Background: an optimization exercise with open tools, aiming at small area, a short achievable clock period and few clock cycles. Do not read the settings as production practice. In this exercise RTL edits were held to simulation tests only and were not proved equivalent to the original. Power is estimated from default activity; no workload was simulated.

Setup of job 101:
==> flow/design.v <==
module counter(
	input             clk,
	input             rst,
	input             ready,
	output reg        run,
	output reg        pre,
	output reg [3:0]  j,
	output reg [7:0]  c,
	output reg [6:0]  row,
	output            done,
	output            pad,
	output            vld
);
	localparam H = 10;
	wire jend = (j == H-1);
	wire cend = c[7];
	wire row0 = (row == 7'd0);
	assign done = jend & cend & ~pre & row0;
	always @(posedge clk or posedge rst) begin
		if (rst) begin
			run <= 1'b0;
			pre <= 1'b0;
		end else if (ready) begin
			run <= 1'b1;
			pre <= 1'b1;
		end else if (run & jend & cend) begin
			pre <= 1'b0;
			if (done) run <= 1'b0;
		end
	end
	always @(posedge clk) begin
		if (ready) begin
			j   <= 4'd0;
			c   <= 8'd128;
			row <= 7'd119;
		end else if (jend) begin
			j   <= 4'd0;
			c   <= cend ? 8'd0 : c + 8'd1;
			row <= {row[6:3] - (cend ? 4'd1 : 4'd2), 3'b111};
		end else begin
			j   <= j + 4'd1;
			row <= row + 7'd1;
		end
	end
	assign pad = cend | ((j == 4'd0) & (row == 7'd127)) | (jend & row0);
	assign vld = run & ~pre & (j >= 4'd2) & (c != 8'd0);
endmodule
module storing_reg(
	input            clk,
	input            pad,
	input      [7:0] data_in,
	output     [7:0] tap0,
	output     [7:0] tap1,
	output     [7:0] tap2
);
	localparam H = 10;
	localparam L = 2*H + 1;
	reg [7:0] sr [0:L-1];
	integer i;
	always @(posedge clk) begin
		sr[0] <= pad ? 8'd0 : data_in;
		for (i = 1; i < L; i = i + 1)
			sr[i] <= sr[i-1];
	end
	assign tap0 = sr[0];
	assign tap1 = sr[H];
	assign tap2 = sr[2*H];
endmodule
module gt8(
	input  [7:0] a,
	input  [7:0] b,
	output       y
);
	wire [7:0] g = a & ~b;
	wire [7:0] e = ~(a ^ b);
	wire [3:0] g1, e1;
	wire [1:0] g2, e2;
	genvar i;
	generate
		for (i = 0; i < 4; i = i + 1) begin : l1
			assign g1[i] = g[2*i+1] | (e[2*i+1] & g[2*i]);
			assign e1[i] = e[2*i+1] & e[2*i];
		end
		for (i = 0; i < 2; i = i + 1) begin : l2
			assign g2[i] = g1[2*i+1] | (e1[2*i+1] & g1[2*i]);
			assign e2[i] = e1[2*i+1] & e1[2*i];
		end
	endgenerate
	assign y = g2[1] | (e2[1] & g2[0]);
endmodule
module sel3(
	input  [7:0] a,
	input  [7:0] b,
	input  [7:0] c,
	input        gab,
	input        gac,
	input        gbc,
	output [7:0] lo,
	output [7:0] md,
	output [7:0] hi
);
	assign hi = (gab & gac) ? a : (~gab & gbc) ? b : c;
	assign lo = (~gab & ~gac) ? a : (gab & ~gbc) ? b : c;
	assign md = (gab ^ gac) ? a : (~gab ^ gbc) ? b : c;
endmodule
module bubble_sort(
	input            clk,
	input      [7:0] a,
	input      [7:0] b,
	input      [7:0] c,
	output reg [7:0] value_median
);
	wire gab, gac, gbc;
	gt8 c_ab(.a(a), .b(b), .y(gab));
	gt8 c_ac(.a(a), .b(c), .y(gac));
	gt8 c_bc(.a(b), .b(c), .y(gbc));
	wire [7:0] lo, md, hi;
	sel3 s_row(.a(a), .b(b), .c(c), .gab(gab), .gac(gac), .gbc(gbc),
		.lo(lo), .md(md), .hi(hi));
	reg [7:0] lo0, md0, hi0, lo1, md1, hi1, lo2, md2, hi2;
	reg       q_lo, q_md, q_hi;
	wire      g01_lo, g02_lo, g01_md, g02_md, g01_hi, g02_hi;
	gt8 c_lo01(.a(lo0), .b(lo1), .y(g01_lo));
	gt8 c_lo02(.a(lo0), .b(lo2), .y(g02_lo));
	gt8 c_md01(.a(md0), .b(md1), .y(g01_md));
	gt8 c_md02(.a(md0), .b(md2), .y(g02_md));
	gt8 c_hi01(.a(hi0), .b(hi1), .y(g01_hi));
	gt8 c_hi02(.a(hi0), .b(hi2), .y(g02_hi));
	always @(posedge clk) begin
		lo0 <= lo;  md0 <= md;  hi0 <= hi;
		lo1 <= lo0; md1 <= md0; hi1 <= hi0;
		lo2 <= lo1; md2 <= md1; hi2 <= hi1;
		q_lo <= g01_lo; q_md <= g01_md; q_hi <= g01_hi;
	end
	wire [7:0] maxlo, medmd, minhi;
	wire [7:0] unused0, unused1, unused2, unused3, unused4, unused5;
	sel3 s_lo(.a(lo0), .b(lo1), .c(lo2), .gab(g01_lo), .gac(g02_lo), .gbc(q_lo),
		.lo(unused0), .md(unused1), .hi(maxlo));
	sel3 s_md(.a(md0), .b(md1), .c(md2), .gab(g01_md), .gac(g02_md), .gbc(q_md),
		.lo(unused2), .md(medmd), .hi(unused3));
	sel3 s_hi(.a(hi0), .b(hi1), .c(hi2), .gab(g01_hi), .gac(g02_hi), .gbc(q_hi),
		.lo(minhi), .md(unused4), .hi(unused5));
	reg [7:0] u0, u1, u2;
	always @(posedge clk) begin
		u0 <= maxlo; u1 <= medmd; u2 <= minhi;
	end
	wire g01_u, g02_u, g12_u;
	gt8 c_u01(.a(u0), .b(u1), .y(g01_u));
	gt8 c_u02(.a(u0), .b(u2), .y(g02_u));
	gt8 c_u12(.a(u1), .b(u2), .y(g12_u));
	wire [7:0] m, unused6, unused7;
	sel3 s_fin(.a(u0), .b(u1), .c(u2), .gab(g01_u), .gac(g02_u), .gbc(g12_u),
		.lo(unused6), .md(m), .hi(unused7));
	always @(posedge clk)
		value_median <= m;
endmodule
`timescale 1ns/10ps
module MFE(clk,reset,busy,ready,iaddr,idata,data_rd,data_wr,addr,wen);
	input				clk;
	input				reset;
	input				ready;
	input	[7:0]		idata;
	input	[7:0]		data_rd;
	output	[13:0]		iaddr;
	output reg		    busy;
	output	[ 7:0]		data_wr;
	output	[13:0]		addr;
	output reg			wen;
	wire       run, pre, done, pad, vld;
	wire [3:0] j;
	wire [7:0] c;
	wire [6:0] row;
	counter C0(
		.clk(clk), .rst(reset), .ready(ready),
		.run(run), .pre(pre), .j(j), .c(c), .row(row), .done(done),
		.pad(pad), .vld(vld)
	);
	assign iaddr = {row, c[6:0]};
	wire [7:0] t0, t1, t2;
	storing_reg S0(
		.clk(clk), .pad(pad), .data_in(idata),
		.tap0(t0), .tap1(t1), .tap2(t2)
	);
	bubble_sort B0(
		.clk(clk), .a(t0), .b(t1), .c(t2), .value_median(data_wr)
	);
	reg v1, v2, v3;
	wire run_nx = ready | (run & ~done);
	always @(posedge clk or posedge reset) begin
		if (reset) begin
			v1 <= 1'b0; v2 <= 1'b0; v3 <= 1'b0; wen <= 1'b0;
			busy <= 1'b0;
		end else begin
			v1 <= vld; v2 <= v1; v3 <= v2; wen <= v3;
			busy <= run_nx | vld | v1 | v2 | v3;
		end
	end
	reg [13:0] n;
	always @(posedge clk or posedge reset) begin
		if (reset)
			n <= 14'd0;
		else if (wen)
			n <= n + 14'd1;
	end
	assign addr = {n[13:10], n[2:0], n[9:3]};
endmodule
Settings: LEC_CHECK=0, CAP_MARGIN=20, CORE_MARGIN=2, CORE_UTILIZATION=40, CTS_BUF_LIST=sky130_fd_sc_hd__clkbuf_8, CTS_CLUSTER_DIAMETER=60, CTS_CLUSTER_SIZE=20, SETUP_SLACK_MARGIN=2.2, SLEW_MARGIN=20; clock period 4.5 ns.
run.sh (not shown) runs the stock make flow with config.mk's settings and CLKGATE_MAP_FILE= SYNTH_SCRIPT=/design/flow/synth_recipe.tcl, a recipe that flattens the netlist after the stock synthesis.
Testbench counts of job 101, summed over its fixed seeds: cycles 247,866.
## Diff of input files: job 102 against job 101
- CTS_BUF_LIST: sky130_fd_sc_hd__clkbuf_8 -> unset
- CTS_CLUSTER_SIZE: 20 -> unset
- CTS_CLUSTER_DIAMETER: 60 -> unset
==> flow/flow/run.sh (new file) <==
#!/bin/bash
# Layout flow: the standard ORFS flow (standard.sh, synthesis included)
# with two changes made through ORFS's own variables:
#  - the port buffers are sky130_fd_sc_hd__buf_1 cells (every input and
#    output port still gets its buffer);
#  - clock tree synthesis uses clkbuf_8 cells, sink clusters of at most 20
#    flip-flops within 60 um, and no dummy load cells.
# The full make output goes to flow_make.log here; ORFS's per-step logs stay
# in orfs/logs/.
set -euo pipefail
export BUFFER_PORTS_ARGS="-buffer_cell sky130_fd_sc_hd__buf_1"
export CTS_ARGS="-sink_clustering_enable -repair_clock_nets -buf_list sky130_fd_sc_hd__clkbuf_8 -sink_clustering_size 20 -sink_clustering_max_diameter 60 -dont_use_dummy_load"
bash standard.sh finish > flow_make.log 2>&1
==> flow/standard.sh (new file) <==
#!/bin/bash
# synth_recipe.tcl (not shown) runs the flow's synth.tcl, then flattens the netlist and writes it again
# the make line also repeats each setting of config.mk as NAME=value (left out here)
make -C /OpenROAD-flow-scripts/flow DESIGN_CONFIG=/design/flow/config.mk WORK_HOME=/design/flow/orfs CLKGATE_MAP_FILE= SYNTH_SCRIPT=/design/flow/synth_recipe.tcl "${@:-finish}"
removed: flow/run.sh
==> comparison <==
- Compared with job 101, in job 102 maximum VDD drop -78 µV; mean area per synthesized cell ~0 delta; setup slack after layout -0.032 ns.
- Relative to job 101, final critical-path share of the clock period has gone up in job 102.
- Changes observed in job 102 relative to job 101: total length of routed met2 wires shows a reduction of about 2.3%; count of placed standard cells in the final layout, fillers left out decreased by about 2.2% relative to the old numbers; total combinational power closely matched the old numbers; hold slack now smaller.
- ~same multi-input gate count in job 101 and job 102
- Initial detailed-routing violation count ended up about 30% higher on job 102 than on job 101.

==> port drivers added, routing unchanged <==
The flow's constraints put no driver on any port. The routed layouts listed below were extracted and timed again, unchanged, in two steps. Step 1, drivers: a clkbuf_16 drives clk and a buf_2 each remaining input, both assumed. Step 2 adds t to the input delays and takes it off the output delays; t is the mean of the earliest and latest rising clock arrival at the registers after step 1. Input paths then give back, and output paths get back, about the clock's delay inside the block. a / b / c = ideal / step 1 / step 2; a / b = the first two.
| run | shift t [ns] | setup slack, ns | latest minus earliest clock arrival (ns) | slew at the worst register clock pin (ns) | cell pins on the clock port's net |
|---|---|---|---|---|---|
| job 101 | 0.592 | 2.317 / 2.286 / 2.276 | 0.018 / 0.018 | 0.11 / 0.11 | 1 |
| job 102 | 0.559 | 2.285 / 2.285 / 2.285 | 0.080 / 0.080 | 0.11 / 0.11 | 1 |
After both steps every run listed still meets setup and hold. The setup slack of job 101, which loses most, moves by -0.031 ns with the drivers and by -0.041 ns with both steps.
